From an optimization exercise on the open Yosys and OpenROAD flow, aimed at small area; shortcuts taken in it are not production practice.
Where RTL was checked, it was by simulation tests only, not by an equivalence proof against the original.

## AudioEffects
module AudioEffects(
input AUD_BCLK,
input rst,
input sw1,
input sw2,
input sw3,
input sw4,
input sw5,
input AUD_ADCDAT,
input AUD_ADCLRCK,
input AUD_DACLRCK,
output AUD_DACDAT
);
wire [15:0] adcL, adcR;
wire dacLoad;
wire phase;         
wire dacBit;
AudioADC myADC(
.AUD_BCLK(AUD_BCLK),
.rst(rst),
.AUD_ADCLRCK(AUD_ADCLRCK),
.AUD_ADCDAT(AUD_ADCDAT),
.dataL(adcL),
.dataR(adcR)
);
reg [143:0] lineL;
reg [143:0] lineR;
reg shiftR;
always @(posedge AUD_BCLK)
begin
	shiftR <= AUD_DACLRCK;
	if (AUD_DACLRCK == 1)
		lineL <= {lineL[127:0], adcL};
	if (shiftR == 1)
		lineR <= {lineR[127:0], adcR};
end
reg [3:0] selD;
always @(posedge AUD_BCLK)
	selD <= {sw5, sw4, sw3, sw2};
wire [3:0] sel = phase ? selD : {sw5, sw4, sw3, sw2};
wire isFx = (sel == 4'b1000) | (sel == 4'b0100) | (sel == 4'b0010) | (sel == 4'b0001);
wire [143:0] x = phase ? lineR : lineL;
wire [15:0] dflt = phase ? adcR : adcL;
wire [15:0] fx;
FxCore core(.x(x), .lpf(sel[3]), .hpf(sel[2]), .comb(sel[1]), .mavg(sel[0]), .y(fx));
wire [15:0] half = isFx ? fx : dflt;
AudioDAC myDAC(
.AUD_BCLK(AUD_BCLK),
.rst(rst),
.AUD_DACLRCK(AUD_DACLRCK),
.half(half),
.load(dacLoad),
.loadLo(phase),
.AUD_DACDAT(dacBit)
);
assign AUD_DACDAT = sw1 & dacBit;
endmodule
For scale: roughly 1,200 cells after synthesis, roughly 410 flip-flops.
clock: 10.0 ns
lec_check: 0
cap_margin: 20
core_margin: 2
core_utilization: 40
slew_margin: 20
run.sh (not shown) runs the stock make flow with config.mk's settings and CLKGATE_MAP_FILE= SYNTH_SCRIPT=/design/flow/synth_recipe.tcl, a recipe that flattens the netlist after the stock synthesis.
Then changed:
--- a/flow/design.v
+++ b/flow/design.v
@@ -1,22 +1,20 @@
 module AudioADC(
 input AUD_BCLK,
 input rst,
 input AUD_ADCLRCK,
 input AUD_ADCDAT,
-output reg [15:0] dataL,
-output reg [15:0] dataR
+output reg [31:0] data
 );
 localparam START = 2'd0, WAIT = 2'd1, BITS = 2'd2, DONE = 2'd3;
 reg [1:0] s;
 reg [4:0] count;
 reg [31:0] shift;
-reg doneD;
 always @(posedge AUD_BCLK or negedge rst)
 begin
 	if (rst == 0)
 		begin
 			s <= START;
 			count <= 5'd31;
 		end
 	else
 		case (s)
@@ -27,23 +25,20 @@
 					count <= count - 5'd1;  
 					if (count == 5'd0) s <= DONE;
 				end
 			DONE:  s <= WAIT;
 		endcase
 end
 always @(posedge AUD_BCLK)
 begin
 	shift <= {shift[30:0], AUD_ADCDAT};
-	doneD <= (s == DONE);
 	if (s == DONE)
-		dataL <= shift[31:16];
-	if (doneD)
-		dataR <= shift[16:1];
+		data <= shift;
 end
 endmodule
 module AudioDAC(
 input AUD_BCLK,
 input rst,
 input AUD_DACLRCK,
 input [15:0] half,
 output load,
 output reg loadLo,
@@ -657,93 +652,70 @@
 assign fs267 = fs231 ^ fc190 ^ fc230;
 assign fc268 = (fs231 & fc190) | (fc230 & (fs231 ^ fc190));
 assign fs269 = fs233 ^ hc194 ^ fc232;
 assign fc270 = (fs233 & hc194) | (fc232 & (fs233 ^ hc194));
 assign fs271 = fc196 ^ hc198 ^ fc234;
 assign fc272 = (fc196 & hc198) | (fc234 & (fc196 ^ hc198));
 assign sa = {1'b1, fs271, fs269, fs267, fs265, fs263, fs261, fs259, fs257, fs255, fs253, fs251, fs249, fs247, fs245, fs243, fs241, fs239, fs237, hs235};
 assign sb = {fc272, fc270, fc268, fc266, fc264, fc262, fc260, fc258, fc256, fc254, fc252, fc250, fc248, fc246, fc244, fc242, fc240, fc238, hc236, comb};
 wire [20:0] cc;
-wire [19:0] s0;
 wire [19:0] s;
-wire [20:10] ones;    
 assign cc[0] = 1'b0;
-assign cc[10] = 1'b0;
 genvar gi;
 generate for (gi = 0; gi < 20; gi = gi + 1) begin : rca
-	assign s0[gi] = sa[gi] ^ sb[gi] ^ cc[gi];
-	if (gi != 10 - 1)
-		assign cc[gi+1] = (sa[gi] & sb[gi]) | (cc[gi] & (sa[gi] ^ sb[gi]));
-end endgenerate
-wire clo = (sa[10-1] & sb[10-1]) | (cc[10-1] & (sa[10-1] ^ sb[10-1]));
-assign ones[10] = 1'b1;
-generate for (gi = 0; gi < 20; gi = gi + 1) begin : inc
-	if (gi < 10)
-		assign s[gi] = s0[gi];
-	else begin
-		assign ones[gi+1] = ones[gi] & s0[gi];
-		assign s[gi] = s0[gi] ^ (clo & ones[gi]);
-	end
+	assign s[gi] = sa[gi] ^ sb[gi] ^ cc[gi];
+	assign cc[gi+1] = (sa[gi] & sb[gi]) | (cc[gi] & (sa[gi] ^ sb[gi]));
 end endgenerate
 wire negfrac = s[19] & (s[2:0] != 3'd0);
-wire [16:0] aones;   
-wire [15:0] avg;
-assign aones[0] = 1'b1;
-genvar ai;
-generate for (ai = 0; ai < 16; ai = ai + 1) begin : div
-	assign aones[ai+1] = aones[ai] & s[ai+3];
-	assign avg[ai] = s[ai+3] ^ (negfrac & aones[ai]);
-end endgenerate
+wire [15:0] avg = s[18:3] + negfrac;
 assign y = mavg ? avg : s[15:0];
 endmodule
 module AudioEffects(
 input AUD_BCLK,
 input rst,
 input sw1,
 input sw2,
 input sw3,
 input sw4,
 input sw5,
 input AUD_ADCDAT,
 input AUD_ADCLRCK,
 input AUD_DACLRCK,
 output AUD_DACDAT
 );
-wire [15:0] adcL, adcR;
+wire [31:0] adcData;
 wire dacLoad;
 wire phase;         
 wire dacBit;
 AudioADC myADC(
 .AUD_BCLK(AUD_BCLK),
 .rst(rst),
 .AUD_ADCLRCK(AUD_ADCLRCK),
 .AUD_ADCDAT(AUD_ADCDAT),
-.dataL(adcL),
-.dataR(adcR)
+.data(adcData)
 );
-reg [143:0] lineL;
-reg [143:0] lineR;
-reg shiftR;
+reg [143:0] lineL;    
+reg [159:0] lineR;    
 always @(posedge AUD_BCLK)
 begin
-	shiftR <= AUD_DACLRCK;
 	if (AUD_DACLRCK == 1)
-		lineL <= {lineL[127:0], adcL};
-	if (shiftR == 1)
-		lineR <= {lineR[127:0], adcR};
+		begin
+			lineL <= {lineL[127:0], adcData[31:16]};
+			lineR <= {lineR[143:0], adcData[15:0]};
+		end
 end
 reg [3:0] selD;
 always @(posedge AUD_BCLK)
 	selD <= {sw5, sw4, sw3, sw2};
 wire [3:0] sel = phase ? selD : {sw5, sw4, sw3, sw2};
 wire isFx = (sel == 4'b1000) | (sel == 4'b0100) | (sel == 4'b0010) | (sel == 4'b0001);
-wire [143:0] x = phase ? lineR : lineL;
-wire [15:0] dflt = phase ? adcR : adcL;
+wire [143:0] x = phase ? lineR[159:16] : lineL;
+wire [15:0] dflt = phase ? lineR[15:0] : adcData[31:16];
 wire [15:0] fx;
 FxCore core(.x(x), .lpf(sel[3]), .hpf(sel[2]), .comb(sel[1]), .mavg(sel[0]), .y(fx));
 wire [15:0] half = isFx ? fx : dflt;
 AudioDAC myDAC(
 .AUD_BCLK(AUD_BCLK),
 .rst(rst),
 .AUD_DACLRCK(AUD_DACLRCK),
 .half(half),
 .load(dacLoad),
What happened: Now the flow finished but failed the layout checks on negative setup slack. Register-to-register slack loses 1.7 ns. Routed wire length falls slightly. Non-clock buffer count rises by 28. Clock skew rises by 0.016 ns. Setup slack loses 1.5 ns. Hold slack gains 0.019 ns.

lane 1:
Another version of the RTL of AudioEffects (not shown whole).
For scale: about 1200 cells after synthesis, roughly 410 flip-flops, ~11 I/O pins, roughly 0.019 mm^2 of cells after synthesis.
// AudioEffects
module AudioEffects(
input AUD_BCLK,
input rst,
input sw1,
input sw2,
input sw3,
input sw4,
input sw5,
input AUD_ADCDAT,
input AUD_ADCLRCK,
input AUD_DACLRCK,
output AUD_DACDAT
);
wire [15:0] adcL, adcR;
wire dacLoad;
wire phase;         
wire dacBit;
AudioADC myADC(
.AUD_BCLK(AUD_BCLK),
.rst(rst),
.AUD_ADCLRCK(AUD_ADCLRCK),
.AUD_ADCDAT(AUD_ADCDAT),
.dataL(adcL),
.dataR(adcR)
);
reg [143:0] lineL;
reg [143:0] lineR;
reg shiftR;
always @(posedge AUD_BCLK)
begin
	shiftR <= AUD_DACLRCK;
	if (AUD_DACLRCK == 1)
		lineL <= {lineL[127:0], adcL};
	if (shiftR == 1)
		lineR <= {lineR[127:0], adcR};
end
reg [3:0] selD;
always @(posedge AUD_BCLK)
	selD <= {sw5, sw4, sw3, sw2};
wire [3:0] sel = phase ? selD : {sw5, sw4, sw3, sw2};
wire [143:0] x = phase ? lineR : lineL;
wire [15:0] dflt = phase ? adcR : adcL;
wire [15:0] half;
FxCore core(.x(x), .dflt(dflt),
	.lpf(sel == 4'b1000), .hpf(sel == 4'b0100), .comb(sel == 4'b0010), .mavg(sel == 4'b0001),
	.y(half));
AudioDAC myDAC(
.AUD_BCLK(AUD_BCLK),
.rst(rst),
.AUD_DACLRCK(AUD_DACLRCK),
.half(half),
.load(dacLoad),
.loadLo(phase),
.AUD_DACDAT(dacBit)
);
assign AUD_DACDAT = sw1 & dacBit;
endmodule
export LEC_CHECK = 0
export CAP_MARGIN = 20
export CORE_MARGIN = 2
export CORE_UTILIZATION = 40
export CTS_BUF_LIST = sky130_fd_sc_hd__clkbuf_16
export CTS_CLUSTER_DIAMETER = 100
export CTS_CLUSTER_SIZE = 24
export SLEW_MARGIN = 20
create_clock -name core_clock -period 10.0 [get_ports {AUD_BCLK}]
diff inputs: lane 1 => lane 2
diff --git a/flow/design.v b/flow/design.v
--- a/flow/design.v
+++ b/flow/design.v
@@ -662,37 +662,37 @@
 assign fc266 = (fs229 & hc186) | (fc228 & (fs229 ^ hc186));
 assign fs267 = fs231 ^ fc190 ^ fc230;
 assign fc268 = (fs231 & fc190) | (fc230 & (fs231 ^ fc190));
 assign fs269 = fs233 ^ hc194 ^ fc232;
 assign fc270 = (fs233 & hc194) | (fc232 & (fs233 ^ hc194));
 assign fs271 = fc196 ^ hc198 ^ fc234;
 assign fc272 = (fc196 & hc198) | (fc234 & (fc196 ^ hc198));
 assign sa = {1'b1, fs271, fs269, fs267, fs265, fs263, fs261, fs259, fs257, fs255, fs253, fs251, fs249, fs247, fs245, fs243, fs241, fs239, fs237, hs235};
 assign sb = {fc272, fc270, fc268, fc266, fc264, fc262, fc260, fc258, fc256, fc254, fc252, fc250, fc248, fc246, fc244, fc242, fc240, fc238, hc236, comb};
 wire [20:0] cc;
 wire [19:0] s0;
 wire [19:0] s;
-wire [20:10] ones;    
+wire [20:15] ones;    
 assign cc[0] = 1'b0;
-assign cc[10] = 1'b0;
+assign cc[15] = 1'b0;
 genvar gi;
 generate for (gi = 0; gi < 20; gi = gi + 1) begin : rca
 	assign s0[gi] = sa[gi] ^ sb[gi] ^ cc[gi];
-	if (gi != 10 - 1)
+	if (gi != 15 - 1)
 		assign cc[gi+1] = (sa[gi] & sb[gi]) | (cc[gi] & (sa[gi] ^ sb[gi]));
 end endgenerate
-wire clo = (sa[10-1] & sb[10-1]) | (cc[10-1] & (sa[10-1] ^ sb[10-1]));
-assign ones[10] = 1'b1;
+wire clo = (sa[15-1] & sb[15-1]) | (cc[15-1] & (sa[15-1] ^ sb[15-1]));
+assign ones[15] = 1'b1;
 generate for (gi = 0; gi < 20; gi = gi + 1) begin : inc
-	if (gi < 10)
+	if (gi < 15)
 		assign s[gi] = s0[gi];
 	else begin
 		assign ones[gi+1] = ones[gi] & s0[gi];
 		assign s[gi] = s0[gi] ^ (clo & ones[gi]);
 	end
 end endgenerate
 wire negfrac = s[19] & (s[2:0] != 3'd0);
 wire [16:0] aones;   
 wire [15:0] avg;
 assign aones[0] = 1'b1;
 genvar ai;
 generate for (ai = 0; ai < 16; ai = ai + 1) begin : div
## What came out
[lane 2] flow finished | final checks: failed | reasons: negative setup slack. Delta(synthesized area per cell, lane 2 - lane 1) > 0. Clock network contribution to total cell area across lane 2 and lane 1: no real change. Going from lane 1 to lane 2, final hold slack has decreased; utilization did not really move; cell area has decreased. Lane 2 and lane 1 ended up with nearly the same mux contribution to synthesized area. Re arrival time at the worst endpoint: lane 2 and lane 1 aren't equal, and the higher value belongs to lane 2.
For lane 2, only the layout was checked, not whether the RTL still works.

==> afterwards: timing with drivers on the ports <==
The flow's constraints put no driver on any port. The routed layouts listed below were extracted and timed again, unchanged, in two steps. Step 1 sets driving cells, clkbuf_16 on the clock port and buf_2 on the other inputs (assumed; they add their load-dependent delay and slew). Step 2 times the ports against the registers' clock, not the clock port: input delays grow and output delays shrink by t, the midpoint of the rising clock arrivals with the driver on. Slacks: no drivers / after step 1 / after step 2; pairs: no drivers / after step 1.
| run | shift t [ns] | setup slack, ns | worst setup path at the end | worst register clock-pin slew, ns |
|---|---|---|---|---|
| the first run of note 1 | 0.607 | 0.513 / 0.543 / -0.064 | input to register | 0.06 / 0.06 |
| the second run of note 1 | 0.625 | -0.977 / -0.970 / -1.579 | input to register | 0.07 / 0.07 |
| lane 1 | 0.609 | 0.353 / 0.385 / -0.224 | input to register | 0.10 / 0.10 |
| lane 2 | 0.605 | -0.453 / -0.440 / -1.045 | input to register | 0.10 / 0.10 |
Met with ideal ports but missed after step 2: setup timing in the first run of note 1 and lane 1. For the second run of note 1, which loses most, drivers alone change the setup slack by +0.007 ns; drivers and shift together by -0.602 ns.
